Context: an optimization exercise on an open-source flow, tuned for small area. The choices shown serve that exercise and are no tape-out recipe. Function was checked by simulation only, so behaviour that the tests miss may differ from the original. No activity file was given, so power comes from the tool's default toggle rates.

==> inputs of exp/garnet <==
## ArbTop
module ArbTop #(
    parameter   FIFO_DEPTH = 8,
    parameter   WIDTH = 64
)(
    input                       CLK,
    input                       ASynReset_N,
    input                       i_DataValid_A, i_DataValid_B, i_DataValid_C,
    input       [WIDTH-1:0]     i_DataIn_A,    i_DataIn_B,    i_DataIn_C,
    input                       i_DataGrant_D,
    output wire                 o_DataValid_D,
    output wire [WIDTH-1:0]     o_DataOut_D,
    output wire                 o_DataGrant_A, o_DataGrant_B, o_DataGrant_C
);
==> module SyncFIFO_Bypass, before the edit <==
module SyncFIFO_Bypass #(
    parameter   DEPTH = 8,
    parameter   WIDTH = 64
)(
    input                       CLK,
    input                       Reset,       
    input                       i_WrEn,
    input       [WIDTH-1:0]     i_WrData,
    input                       i_Grant,
    output wire                 o_Grant,     
    output reg                  o_Valid,     
    output wire [DEPTH*WIDTH-1:0] o_Slots,   
    output wire [DEPTH-1:0]     o_Sel        
);
localparam AW = $clog2(DEPTH);
reg  [AW-1:0]   head, tail;
reg             full;
wire            same  = (head == tail);
wire            empty = same && !full;
wire            wr    = i_WrEn && !full;
wire [AW-1:0]   tail1 = tail + 1'b1;
assign o_Grant = !empty || i_WrEn;
always @(posedge CLK or posedge Reset) begin
    if (Reset) begin
        head <= 'd0;
        tail <= 'd0;
        full <= 1'b0;
    end else begin
        if (i_Grant)
            head <= head + 1'b1;
        if (wr)
            tail <= tail1;
        if (i_Grant)
            full <= 1'b0;
        else if (wr && tail1 == head)
            full <= 1'b1;
    end
end
always @(posedge CLK)
    o_Valid <= i_Grant;
genvar k;
generate
    for (k = 0; k < DEPTH; k = k + 1) begin : g_slot
        reg [WIDTH-1:0] data_q;
        always @(posedge CLK)
            if (wr && tail == k)
                data_q <= i_WrData;
        assign o_Slots[k*WIDTH +: WIDTH] = data_q;
        assign o_Sel[k] = o_Valid && head == ((k + 1) % DEPTH);
    end
endgenerate
endmodule
==> module RoundRobinArbiter, before the edit <==
module RoundRobinArbiter(
    input  wire       clk,
    input  wire       asrst,         
    input  wire       en,
    input  wire [2:0] req_vld,
    output wire [2:0] o_grant
);
reg  [2:0] last_grant;
wire [2:0] r = req_vld;
wire [2:0] l = last_grant;
assign o_grant[0] = en && r[0] && (l[2] || (!r[2] && (l[1] || !r[1])));
assign o_grant[1] = en && r[1] && (l[0] || (!r[0] && (l[2] || !r[2])));
assign o_grant[2] = en && r[2] && (l[1] || (!r[1] && (l[0] || !r[0])));
always @(posedge clk or posedge asrst) begin
    if (asrst)
        last_grant <= 3'b100;
    else if (|o_grant)
        last_grant <= o_grant;
end
endmodule
==> module PassC, before the edit <==
module PassC #(
    parameter WIDTH = 8
)(
    input                       CLK,
    input                       i_WrEn,
    input       [WIDTH-1:0]     i_WrData,
    input                       i_Grant,
    output wire                 o_Grant,
    output reg                  o_Valid,
    output reg  [WIDTH-1:0]     o_Data       
);
assign o_Grant = i_WrEn;
always @(posedge CLK) begin
    o_Data  <= i_WrData;
    o_Valid <= i_Grant;
end
endmodule
==> module ArbTop, before the edit <==
module ArbTop #(
    parameter   FIFO_DEPTH = 8,
    parameter   WIDTH = 64
)(
    input                       CLK,
    input                       ASynReset_N,
    input                       i_DataValid_A, i_DataValid_B, i_DataValid_C,
    input       [WIDTH-1:0]     i_DataIn_A,    i_DataIn_B,    i_DataIn_C,
    input                       i_DataGrant_D,
    output wire                 o_DataValid_D,
    output wire [WIDTH-1:0]     o_DataOut_D,
    output wire                 o_DataGrant_A, o_DataGrant_B, o_DataGrant_C
);
wire                SynReset_N;
wire  [2:0]         arb_req, arb_grant;
wire  [FIFO_DEPTH*WIDTH-1:0] PassA_Slots, PassB_Slots;
wire  [FIFO_DEPTH-1:0]       PassA_Sel,   PassB_Sel;
wire                         PassA_Vld,   PassB_Vld,   PassC_Sel;
wire  [WIDTH-1:0]            PassC_Data;
assign {o_DataGrant_C, o_DataGrant_B, o_DataGrant_A} = arb_grant;
RstGen u_RstGen(
    .clk        ( CLK           ),
    .asrst_n    ( ASynReset_N   ),
    .srst_n     ( SynReset_N    )
);
RoundRobinArbiter u_RoundRobinArbiter(
    .clk        ( CLK           ),
    .asrst      ( ~SynReset_N   ),
    .en         ( i_DataGrant_D ),
    .req_vld    ( arb_req       ),
    .o_grant    ( arb_grant     )
);
SyncFIFO_Bypass #(
    .DEPTH      ( FIFO_DEPTH    ),
    .WIDTH      ( WIDTH         )
) u_PassA (
    .CLK        ( CLK           ),
    .Reset      ( ~SynReset_N   ),
    .i_Grant    ( arb_grant[0]  ),
    .i_WrEn     ( i_DataValid_A ),
    .i_WrData   ( i_DataIn_A    ),
    .o_Grant    ( arb_req[0]    ),
    .o_Valid    ( PassA_Vld     ),
    .o_Slots    ( PassA_Slots   ),
    .o_Sel      ( PassA_Sel     )
);
SyncFIFO_Bypass #(
    .DEPTH      ( FIFO_DEPTH    ),
    .WIDTH      ( WIDTH         )
) u_PassB (
    .CLK        ( CLK           ),
    .Reset      ( ~SynReset_N   ),
    .i_Grant    ( arb_grant[1]  ),
    .i_WrEn     ( i_DataValid_B ),
    .i_WrData   ( i_DataIn_B    ),
    .o_Grant    ( arb_req[1]    ),
    .o_Valid    ( PassB_Vld     ),
    .o_Slots    ( PassB_Slots   ),
    .o_Sel      ( PassB_Sel     )
);
PassC #(
    .WIDTH      ( WIDTH         )
) u_PassC (
    .CLK        ( CLK           ),
    .i_Grant    ( arb_grant[2]  ),
    .i_WrEn     ( i_DataValid_C ),
    .i_WrData   ( i_DataIn_C    ),
    .o_Grant    ( arb_req[2]    ),
    .o_Valid    ( PassC_Sel     ),
    .o_Data     ( PassC_Data    )
);
assign o_DataValid_D = PassA_Vld | PassB_Vld | PassC_Sel;
genvar i;
generate
    for (i = 0; i < WIDTH; i = i + 1) begin : g_out
        wire [FIFO_DEPTH-1:0] a, b;
        wire [5:0] x;
        wire       y;
        genvar k;
        for (k = 0; k < FIFO_DEPTH; k = k + 1) begin : g_bit
            assign a[k] = PassA_Slots[k*WIDTH + i];
            assign b[k] = PassB_Slots[k*WIDTH + i];
        end
        AOI222 u_x0 (.a1(PassA_Sel[0]), .a2(a[0]), .b1(PassA_Sel[1]), .b2(a[1]), .c1(PassA_Sel[2]), .c2(a[2]), .y(x[0]));
        AOI222 u_x1 (.a1(PassA_Sel[3]), .a2(a[3]), .b1(PassA_Sel[4]), .b2(a[4]), .c1(PassA_Sel[5]), .c2(a[5]), .y(x[1]));
        AOI222 u_x2 (.a1(PassA_Sel[6]), .a2(a[6]), .b1(PassA_Sel[7]), .b2(a[7]), .c1(PassB_Sel[0]), .c2(b[0]), .y(x[2]));
        AOI222 u_x3 (.a1(PassB_Sel[1]), .a2(b[1]), .b1(PassB_Sel[2]), .b2(b[2]), .c1(PassB_Sel[3]), .c2(b[3]), .y(x[3]));
        AOI222 u_x4 (.a1(PassB_Sel[4]), .a2(b[4]), .b1(PassB_Sel[5]), .b2(b[5]), .c1(PassB_Sel[6]), .c2(b[6]), .y(x[4]));
        AND4   u_y  (.a(x[0]), .b(x[1]), .c(x[2]), .d(x[3]), .y(y));
        FIN    u_o  (.a(y), .b(x[4]), .p1(PassB_Sel[7]), .p2(b[7]), .q1(PassC_Sel), .q2(PassC_Data[i]), .y(o_DataOut_D[i]));
    end
endgenerate
endmodule
==> module AOI222, before the edit <==
module AOI222(input a1, a2, b1, b2, c1, c2, output y);
assign y = ~((a1 & a2) | (b1 & b2) | (c1 & c2));
endmodule
==> module FIN, before the edit <==
module FIN(input a, b, p1, p2, q1, q2, output y);
assign y = ~(a & b) | (p1 & p2) | (q1 & q2);
endmodule
==> module AND4, before the edit <==
module AND4(input a, b, c, d, output y);
assign y = a & b & c & d;
endmodule
==> flow/config.mk <==
export PLATFORM = sky130hd
export DESIGN_NAME = ArbTop
export DESIGN_NICKNAME = ArbTop
export VERILOG_FILES = /design/flow/design.v
export SDC_FILE = /design/flow/constraint.sdc
export NUM_CORES = 4
export LEC_CHECK = 0
export CAP_MARGIN = 20
export CORE_MARGIN = 2
export CORE_UTILIZATION = 40
export SLEW_MARGIN = 20
export SYNTH_HIERARCHICAL = 1
export SYNTH_MINIMUM_KEEP_SIZE = 0
==> flow/constraint.sdc <==
create_clock -name core_clock -period 6.0 [get_ports {CLK}]
set_input_delay 1.2000 -clock core_clock [delete_from_list [all_inputs] [get_ports {CLK}]]
set_output_delay 1.2000 -clock core_clock [all_outputs]
set_load 0.01 [all_outputs]
standard.sh (not shown) runs the stock make flow with config.mk's settings and CLKGATE_MAP_FILE= SYNTH_SCRIPT=/design/flow/synth_recipe.tcl, a recipe that flattens the netlist after the stock synthesis.
==> flow/flow/run.sh <==
#!/bin/bash
# Layout: the standard flow (standard.sh, unchanged synthesis), with
#  - the smallest buffer (buf_1) for the port buffers instead of the default choice,
#  - CTS with clkbuf_8 leaf clusters of at most 16 sinks and no dummy loads.
# make's full output goes to make.log in this folder; ORFS's own per-step logs stay under orfs/logs.
set -euo pipefail
bash standard.sh \
  "BUFFER_PORTS_ARGS=-buffer_cell sky130_fd_sc_hd__buf_1" \
  "CTS_ARGS=-sink_clustering_enable -repair_clock_nets -dont_use_dummy_load -buf_list sky130_fd_sc_hd__clkbuf_8 -sink_clustering_size 16 -sink_clustering_max_diameter 80" \
  finish > make.log 2>&1
==> exp/amber (differences from exp/garnet) <==
--- a/flow/design.v
+++ b/flow/design.v
@@ -53,24 +53,27 @@
 localparam AW = $clog2(DEPTH);
 reg  [AW-1:0]   head, tail;
 reg             full;
+wire [AW-1:0]   head_n, tail_n;
+wire [DEPTH-1:0] wr_slot;
 wire            same  = (head == tail);
 wire            empty = same && !full;
 wire            wr    = i_WrEn && !full;
-wire [AW-1:0]   tail1 = tail + 1'b1;
 assign o_Grant = !empty || i_WrEn;
+PtrInc #(.AW(AW)) u_head_inc (.q(head), .en(i_Grant), .d(head_n));
+PtrInc #(.AW(AW)) u_tail_inc (.q(tail), .en(wr),      .d(tail_n));
+Decode #(.AW(AW), .N(DEPTH), .ROT(0)) u_wr_dec  (.a(tail), .en(wr),      .y(wr_slot));
+Decode #(.AW(AW), .N(DEPTH), .ROT(1)) u_sel_dec (.a(head), .en(o_Valid), .y(o_Sel));
 always @(posedge CLK or posedge Reset) begin
     if (Reset) begin
         head <= 'd0;
         tail <= 'd0;
         full <= 1'b0;
     end else begin
-        if (i_Grant)
-            head <= head + 1'b1;
-        if (wr)
-            tail <= tail1;
+        head <= head_n;
+        tail <= tail_n;
         if (i_Grant)
             full <= 1'b0;
-        else if (wr && tail1 == head)
+        else if (wr && tail_n == head)
             full <= 1'b1;
     end
 end
@@ -81,10 +84,34 @@
     for (k = 0; k < DEPTH; k = k + 1) begin : g_slot
         reg [WIDTH-1:0] data_q;
         always @(posedge CLK)
-            if (wr && tail == k)
+            if (wr_slot[k])
                 data_q <= i_WrData;
         assign o_Slots[k*WIDTH +: WIDTH] = data_q;
-        assign o_Sel[k] = o_Valid && head == ((k + 1) % DEPTH);
+    end
+endgenerate
+endmodule
+module PtrInc #(
+    parameter AW = 3
+)(
+    input  [AW-1:0] q,
+    input           en,
+    output [AW-1:0] d
+);
+assign d = q + en;
+endmodule
+module Decode #(
+    parameter AW  = 3,
+    parameter N   = 8,
+    parameter ROT = 0
+)(
+    input  [AW-1:0] a,
+    input           en,
+    output [N-1:0]  y
+);
+genvar k;
+generate
+    for (k = 0; k < N; k = k + 1) begin : g_y
+        assign y[k] = en && a == ((k + ROT) % N);
     end
 endgenerate
 endmodule
==> flow/flow/run.sh (replaced) <==
#!/bin/bash
# Layout: the standard flow (standard.sh, unchanged synthesis), with
#  - the smallest buffer (buf_1) for the port buffers instead of the default choice,
#  - CTS with clkbuf_8 leaf clusters of at most 20 sinks within 60 um and no dummy loads.
# make's full output goes to make.log in this folder; ORFS's own per-step logs stay under orfs/logs.
set -euo pipefail
bash standard.sh \
  "BUFFER_PORTS_ARGS=-buffer_cell sky130_fd_sc_hd__buf_1" \
  "CTS_ARGS=-sink_clustering_enable -repair_clock_nets -dont_use_dummy_load -buf_list sky130_fd_sc_hd__clkbuf_8 -sink_clustering_size 20 -sink_clustering_max_diameter 60" \
  finish > make.log 2>&1
Settings changed: CAP_MARGIN 20 to 0, CORE_UTILIZATION 40 to 65, PLACE_DENSITY from default to 0.8, SLEW_MARGIN 20 to 0.
==> exp/delta (differences from exp/garnet) <==
==> flow/design.v (replaced) <==
module RstGen(
    input           clk,
    input           asrst_n,
    output wire     srst_n
);
reg  asrst_n_d1, asrst_n_d2;
always @(posedge clk or negedge asrst_n) begin
    if (!asrst_n) begin
        asrst_n_d1 <= 1'b0;
        asrst_n_d2 <= 1'b0;
    end
    else begin
        asrst_n_d1 <= asrst_n;
        asrst_n_d2 <= asrst_n_d1;
    end
end
assign srst_n = asrst_n_d2;
endmodule
module RoundRobinArbiter(
    input  wire       clk,
    input  wire       asrst,         
    input  wire       en,
    input  wire [2:0] req_vld,
    output reg  [2:0] o_grant,
    output reg        o_valid        
);
reg [1:0] last;
always @(*) begin
    o_grant = 3'b000;
    if (en)
        case (last)
            2'd0:    o_grant = req_vld[1] ? 3'b010 : req_vld[2] ? 3'b100 : req_vld[0] ? 3'b001 : 3'b000;
            2'd1:    o_grant = req_vld[2] ? 3'b100 : req_vld[0] ? 3'b001 : req_vld[1] ? 3'b010 : 3'b000;
            default: o_grant = req_vld[0] ? 3'b001 : req_vld[1] ? 3'b010 : req_vld[2] ? 3'b100 : 3'b000;
        endcase
end
always @(posedge clk or posedge asrst) begin
    if (asrst) begin
        last    <= 2'd2;
        o_valid <= 1'b0;
    end else begin
        o_valid <= |o_grant;
        if (o_grant[0])      last <= 2'd0;
        else if (o_grant[1]) last <= 2'd1;
        else if (o_grant[2]) last <= 2'd2;
    end
end
endmodule
module SyncFIFO_Bypass #(
    parameter   DEPTH = 8,
    parameter   WIDTH = 64
)(
    input                       CLK,
    input                       Reset,       
    input                       i_WrEn,
    input       [WIDTH-1:0]     i_WrData,
    input                       i_Grant,
    output wire                 o_Grant,     
    output wire [WIDTH-1:0]     o_Data       
);
localparam AW = $clog2(DEPTH);
reg  [AW-1:0]   head;
reg  [AW:0]     cnt;
wire            empty = (cnt == 0);
wire            full  = (cnt == DEPTH);
wire            wr    = i_WrEn && !full;
wire [AW-1:0]   tail  = head + cnt[AW-1:0];
assign o_Grant = !empty || i_WrEn;
always @(posedge CLK or posedge Reset) begin
    if (Reset) begin
        head <= 'd0;
        cnt  <= 'd0;
    end else begin
        if (i_Grant)
            head <= head + 1'b1;
        if (wr && !i_Grant)
            cnt <= cnt + 1'b1;
        else if (!wr && i_Grant)
            cnt <= cnt - 1'b1;
    end
end
wire [WIDTH-1:0] slot_out [0:DEPTH-1];
genvar k;
generate
    for (k = 0; k < DEPTH; k = k + 1) begin : g_slot
        reg [WIDTH-1:0] data_q;
        reg             sel_q;
        always @(posedge CLK) begin
            if (wr && tail == k)
                data_q <= i_WrData;
            sel_q <= i_Grant && head == k;
        end
        assign slot_out[k] = data_q & {WIDTH{sel_q}};
    end
endgenerate
integer i;
reg [WIDTH-1:0] rd;
always @(*) begin
    rd = 'd0;
    for (i = 0; i < DEPTH; i = i + 1)
        rd = rd | slot_out[i];
end
assign o_Data = rd;
endmodule
module PassC #(
    parameter WIDTH = 8
)(
    input                       CLK,
    input                       i_WrEn,
    input       [WIDTH-1:0]     i_WrData,
    input                       i_Grant,
    output wire                 o_Grant,
    output wire [WIDTH-1:0]     o_Data
);
assign o_Grant = i_WrEn;
reg [WIDTH-1:0] data_q;
reg             sel_q;       
always @(posedge CLK) begin
    data_q <= i_WrData;
    sel_q  <= i_Grant;
end
assign o_Data = data_q & {WIDTH{sel_q}};
endmodule
module ArbTop #(
    parameter   FIFO_DEPTH = 8,
    parameter   WIDTH = 64
)(
    input                       CLK,
    input                       ASynReset_N,
    input                       i_DataValid_A, i_DataValid_B, i_DataValid_C,
    input       [WIDTH-1:0]     i_DataIn_A,    i_DataIn_B,    i_DataIn_C,
    input                       i_DataGrant_D,
    output wire                 o_DataValid_D,
    output wire [WIDTH-1:0]     o_DataOut_D,
    output wire                 o_DataGrant_A, o_DataGrant_B, o_DataGrant_C
);
wire                SynReset_N;
wire  [2:0]         arb_req, arb_grant;
wire  [WIDTH-1:0]   PassA_Data, PassB_Data, PassC_Data;
assign {o_DataGrant_C, o_DataGrant_B, o_DataGrant_A} = arb_grant;
RstGen u_RstGen(
    .clk        ( CLK           ),
    .asrst_n    ( ASynReset_N   ),
    .srst_n     ( SynReset_N    )
);
RoundRobinArbiter u_RoundRobinArbiter(
    .clk        ( CLK           ),
    .asrst      ( ~SynReset_N   ),
    .en         ( i_DataGrant_D ),
    .req_vld    ( arb_req       ),
    .o_grant    ( arb_grant     ),
    .o_valid    ( o_DataValid_D )
);
SyncFIFO_Bypass #(
    .DEPTH      ( FIFO_DEPTH    ),
    .WIDTH      ( WIDTH         )
) u_PassA (
    .CLK        ( CLK           ),
    .Reset      ( ~SynReset_N   ),
    .i_Grant    ( arb_grant[0]  ),
    .i_WrEn     ( i_DataValid_A ),
    .i_WrData   ( i_DataIn_A    ),
    .o_Grant    ( arb_req[0]    ),
    .o_Data     ( PassA_Data    )
);
SyncFIFO_Bypass #(
    .DEPTH      ( FIFO_DEPTH    ),
    .WIDTH      ( WIDTH         )
) u_PassB (
    .CLK        ( CLK           ),
    .Reset      ( ~SynReset_N   ),
    .i_Grant    ( arb_grant[1]  ),
    .i_WrEn     ( i_DataValid_B ),
    .i_WrData   ( i_DataIn_B    ),
    .o_Grant    ( arb_req[1]    ),
    .o_Data     ( PassB_Data    )
);
PassC #(
    .WIDTH      ( WIDTH         )
) u_PassC (
    .CLK        ( CLK           ),
    .i_Grant    ( arb_grant[2]  ),
    .i_WrEn     ( i_DataValid_C ),
    .i_WrData   ( i_DataIn_C    ),
    .o_Grant    ( arb_req[2]    ),
    .o_Data     ( PassC_Data    )
);
assign o_DataOut_D = PassA_Data | PassB_Data | PassC_Data;
endmodule
Settings changed: SYNTH_HIERARCHICAL 1 to default, SYNTH_MINIMUM_KEEP_SIZE 0 to default.
==> run notes <==
metric	exp/delta	exp/garnet	exp/amber
Result of the run	finished clean	finished clean	finished clean
Global placement routability congestion	0.809	0.762	0.795
Met3 usage in global routing	0.0559	0.0459	0.0635
Detail-routed net length per standard cell	30.8 um	29.4 um	32.0 um
Signal buffers	294	300	290
Clock latency on the worst-skew pair	740 ps	730 ps	680 ps
Area share of fa/ha/maj cells after synthesis	0.00832	0.00786	0.00263
Flop pwr share	0.587	0.682	0.706
FF/Latch Area	32900 um2	32600 um2	32600 um2
Simple-gate area share of the yosys netlist	0.0338	0.0336	0.0371
Global-route met1 utilization	0.291	0.283	0.431
Fraction of the mapped netlist area in compound gates	0.112	0.0992	0.0994
Multi-input logic cell count	841	633	599
Areal power density over the cells	486 nW/um2	309 nW/um2	305 nW/um2
Final setup margin	1790 ps	1290 ps	1260 ps
FF-to-FF End	u_PassA.g_slot[1].data_q[35]$_DFFE_PP_	u_PassB.g_slot[0].data_q[18]$_DFFE_PP_	u_PassB.g_slot[1].data_q[15]$_DFFE_PP_
Pre-CTS setup slack	1710 ps	1900 ps	2060 ps
M1 wire length	44900 um	41700 um	32600 um
Length of routed met2 wiring	53200 um	46700 um	43900 um
Worst Clk Skew	89.6 ps	63.8 ps	68.4 ps
Cell count after placement	3558	3327	2771
Util after Layout	0.442	0.446	0.714
Clock network power consumption	3510 uW	3400 uW	3130 uW
Hold slack final	258 ps	207 ps	159 ps
Total inserted antenna cells	7	6	6
Post-synth cell types	50	35	31

## afterwards: timing with drivers on the ports
How much do the figures lean on ideal ports? The routed layouts below were timed once more, with nothing changed but the port constraints.
Step 1 (the two cells are an assumption about what drives the block):
set clk [get_ports {CLK}]
set_driving_cell -lib_cell sky130_fd_sc_hd__clkbuf_16 $clk
set_driving_cell -lib_cell sky130_fd_sc_hd__buf_2 [delete_from_list [all_inputs] $clk]
Step 2 also shifts input and output timing later by t, the mid clock arrival at the registers, as if the neighbouring blocks saw the same clock.
Three values: no drivers, after step 1, after step 2; two values: the first two.
run | t, ns | setup slack, ns | worst setup path after step 2 | latest minus earliest clock arrival (ns) | worst slew at a driven data input, ns
exp/garnet | 0.766 | 1.287 / 1.221 / 1.822 | input to output | 0.074 / 0.075 | 0.14
exp/amber | 0.702 | 1.256 / 1.198 / 1.900 | register to output | 0.088 / 0.088 | 0.11
exp/delta | 0.761 | 1.790 / 1.724 / 1.691 | input to register | 0.090 / 0.090 | 0.17
After both steps setup and hold are still met in every run listed. For exp/delta, which loses most, drivers alone change the setup slack by -0.066 ns; drivers and shift together by -0.099 ns.
